Context: an optimization exercise on an open-source flow, tuned for small area, a short achievable clock period and few clock cycles per item. The choices shown serve that exercise and are no tape-out recipe.

==> flow/design.v <==
module speck_round #(
    parameter W = 32
)(
    input  wire [W-1:0] x_in,    
    input  wire [W-1:0] y_in,    
    input  wire [W-1:0] k_in,    
    output wire [W-1:0] x_out,
    output wire [W-1:0] y_out
);
    wire [W-1:0] sum;
    speck_add #(.W(W)) u_add (.a({x_in[7:0], x_in[W-1:8]}), .b(y_in), .ci(1'b0), .s(sum));
    assign x_out = sum ^ k_in;
    assign y_out = {y_in[W-4:0], y_in[W-1:W-3]} ^ x_out;
endmodule
module speck_add #(
    parameter W = 32
)(
    input  wire [W-1:0] a,
    input  wire [W-1:0] b,
    input  wire         ci,
    output wire [W-1:0] s
);
    reg [W-1:0] g, p;
    integer i, l, j;
    always @* begin
        g = a & b;
        p = a ^ b;
        g[0] = g[0] | (p[0] & ci);
        for (l = 0; (1 << l) < W; l = l + 1)
            for (i = W - 1; i >= 0; i = i - 1)
                if ((i >> l) & 1) begin
                    j = ((i >> l) << l) - 1;
                    g[i] = g[i] | (p[i] & g[j]);
                    p[i] = p[i] & p[j];
                end
    end
    assign s = a ^ b ^ {g[W-2:0], ci};
endmodule
module speck_round_inverse #(
    parameter W = 32
)(
    input  wire [W-1:0] x_in,
    input  wire [W-1:0] y_in,
    input  wire [W-1:0] k_in,
    output wire [W-1:0] x_out,
    output wire [W-1:0] y_out
);
    wire [W-1:0] t = x_in ^ y_in;
    wire [W-1:0] y_temp = {t[2:0], t[W-1:3]};
    wire [W-1:0] diff;
    speck_add #(.W(W)) u_sub (.a(x_in ^ k_in), .b(~y_temp), .ci(1'b1), .s(diff));
    assign x_out = {diff[W-9:0], diff[W-1:W-8]};
    assign y_out = y_temp;
endmodule
module speck64_core (
    input  wire          clk,
    input  wire          rst,           
    output wire          ready,
    input  wire          key_load,
    input  wire [127:0]  key_in,        
    input  wire          blk_start,
    input  wire          blk_dec,
    input  wire [63:0]   blk_in,        
    output reg           blk_done,
    output wire [63:0]   blk_out
);
    reg  [4:0]   ph;        
    reg  [4:0]   ph_b;      
    reg          nokey;     
    reg          run;       
    reg          expand;    
    reg          dec;       
    reg  [63:0]  dat;       
    reg  [63:0]  res;       
    reg  [127:0] ka, kb;
    reg  last;              
    wire [31:0] x = dat[63:32];
    wire [31:0] y = dat[31:0];
    wire [31:0] xf, yf, xi, yi;
    wire [31:0] af_l, af_k, bi_l, bi_k;
    speck_round         u_dat_f (.x_in(x), .y_in(y), .k_in(ka[31:0]), .x_out(xf), .y_out(yf));
    speck_round_inverse u_dat_i (.x_in(x), .y_in(y), .k_in(kb[31:0]), .x_out(xi), .y_out(yi));
    speck_round         u_key_f (.x_in(ka[63:32]), .y_in(ka[31:0]), .k_in({27'd0, ph}),
                                 .x_out(af_l), .y_out(af_k));
    speck_round_inverse u_key_i (.x_in(kb[127:96]), .y_in(kb[31:0]), .k_in({27'd0, ph_b}),
                                 .x_out(bi_l), .y_out(bi_k));
    assign ready   = last;
    assign blk_out = res;
    always @(posedge clk or posedge rst) begin
        if (rst) begin
            ph       <= 5'd26;
            ph_b     <= 5'd31;
            last     <= 1'b1;
            nokey    <= 1'b1;
            run      <= 1'b0;
            expand   <= 1'b0;
            blk_done <= 1'b0;
        end else begin
            blk_done <= run && last;
            if (last && nokey && !key_load) begin
                run    <= 1'b0;
                expand <= 1'b0;
            end else if (last) begin
                ph     <= 5'd0;
                ph_b   <= 5'd25;
                last   <= 1'b0;
                nokey  <= 1'b0;
                run    <= blk_start;
                expand <= key_load;
            end else begin
                ph     <= ph + 5'd1;
                ph_b   <= ph_b - 5'd1;
                last   <= (ph == 5'd25);
            end
        end
    end
    always @(posedge clk) begin
        res <= dec ? {xi, yi} : {xf, yf};
        if (last) begin
            dec <= blk_dec;
            dat <= blk_in;
        end else begin
            dat <= dec ? {xi, yi} : {xf, yf};
        end
        if (last) begin
            ka <= key_load ? key_in : kb;
            kb <= ka;
        end else begin
            ka <= {af_l, ka[127:64], af_k};
            if (!expand)
                kb <= {kb[95:32], bi_l, bi_k};
            else if (ph == 5'd0)
                kb <= ka;
        end
    end
endmodule
==> flow/config.mk <==
export PLATFORM = sky130hd
export DESIGN_NAME = speck64_core
export DESIGN_NICKNAME = speck64_core
export VERILOG_FILES = /design/flow/design.v
export SDC_FILE = /design/flow/constraint.sdc
export NUM_CORES = 4
export LEC_CHECK = 0
export CAP_MARGIN = 20
export CORE_MARGIN = 2
export CORE_UTILIZATION = 40
export SETUP_SLACK_MARGIN = 3.6
export SLEW_MARGIN = 20
==> flow/constraint.sdc <==
create_clock -name core_clock -period 7.0 [get_ports {clk}]
set_input_delay 1.4000 -clock core_clock [delete_from_list [all_inputs] [get_ports {clk}]]
set_output_delay 1.4000 -clock core_clock [all_outputs]
set_load 0.01 [all_outputs]
standard.sh (not shown) runs the stock make flow with config.mk's settings and CLKGATE_MAP_FILE= SYNTH_SCRIPT=/design/flow/synth_recipe.tcl, a recipe that flattens the netlist after the stock synthesis.
==> flow/flow/run.sh <==
#!/bin/bash
# The standard layout, with the port buffers made from the smallest buffer
# (buf_1) instead of the one buffer_ports picks by default.
set -euo pipefail
export BUFFER_PORTS_ARGS="-buffer_cell sky130_fd_sc_hd__buf_1"
bash standard.sh > standard_flow.log 2>&1
Rerun with:
--- a/flow/design.v
+++ b/flow/design.v
@@ -65,7 +65,6 @@
     output wire [63:0]   blk_out
 );
     reg  [4:0]   ph;        
-    reg  [4:0]   ph_b;      
     reg          nokey;     
     reg          run;       
     reg          expand;    
@@ -78,6 +77,7 @@
     wire [31:0] y = dat[31:0];
     wire [31:0] xf, yf, xi, yi;
     wire [31:0] af_l, af_k, bi_l, bi_k;
+    wire [4:0]  ph_b = 5'd25 - ph;
     speck_round         u_dat_f (.x_in(x), .y_in(y), .k_in(ka[31:0]), .x_out(xf), .y_out(yf));
     speck_round_inverse u_dat_i (.x_in(x), .y_in(y), .k_in(kb[31:0]), .x_out(xi), .y_out(yi));
     speck_round         u_key_f (.x_in(ka[63:32]), .y_in(ka[31:0]), .k_in({27'd0, ph}),
@@ -89,7 +89,6 @@
     always @(posedge clk or posedge rst) begin
         if (rst) begin
             ph       <= 5'd26;
-            ph_b     <= 5'd31;
             last     <= 1'b1;
             nokey    <= 1'b1;
             run      <= 1'b0;
@@ -102,14 +101,12 @@
                 expand <= 1'b0;
             end else if (last) begin
                 ph     <= 5'd0;
-                ph_b   <= 5'd25;
                 last   <= 1'b0;
                 nokey  <= 1'b0;
                 run    <= blk_start;
                 expand <= key_load;
             end else begin
                 ph     <= ph + 5'd1;
-                ph_b   <= ph_b - 5'd1;
                 last   <= (ph == 5'd25);
             end
         end
The new run passed the timing, design-rule and antenna checks.
Clock-buffer cell count fell by 4.
Cell area fell by 1.3%.
Critical path depth fell by 2.
Global-route usage fell by 0.71 points.
Hold slack gains 0.0036 ns.
Sequential cell count fell by 5.
Synthesized cell count fell by about 3%.
Fmax rose by 4.9%.
Register-to-register slack gains 0.18 ns.
Setup slack gains 0.18 ns.
First-iteration DRC count fell by 9.2%.
Clock skew is about the same.
Function was not checked in any run of this note: the RTL went through the layout flow alone.

afterwards: timing with drivers on the ports:
The flow's constraints put no driver on any port. The routed layouts listed below were extracted and timed again, unchanged, in two steps.
Step 1 sets driving cells, clkbuf_16 on the clock port and buf_2 on the other inputs (assumed; they add their load-dependent delay and slew).
Step 2 adds t to the input delays and takes it off the output delays; t is the mean of the earliest and latest rising clock arrival at the registers after step 1. Input paths then give back, and output paths get back, about the clock's delay inside the block.
Slacks: ideal ports / drivers / drivers and shift; pairs: ideal ports / drivers.
run	t (ns)	setup slack, ns	worst data-port slew with drivers (ns)
the first run	0.641	3.255 / 3.255 / 3.255	0.06
the second run	0.641	3.431 / 3.431 / 3.431	0.05
After both steps setup and hold are still met in every run listed.
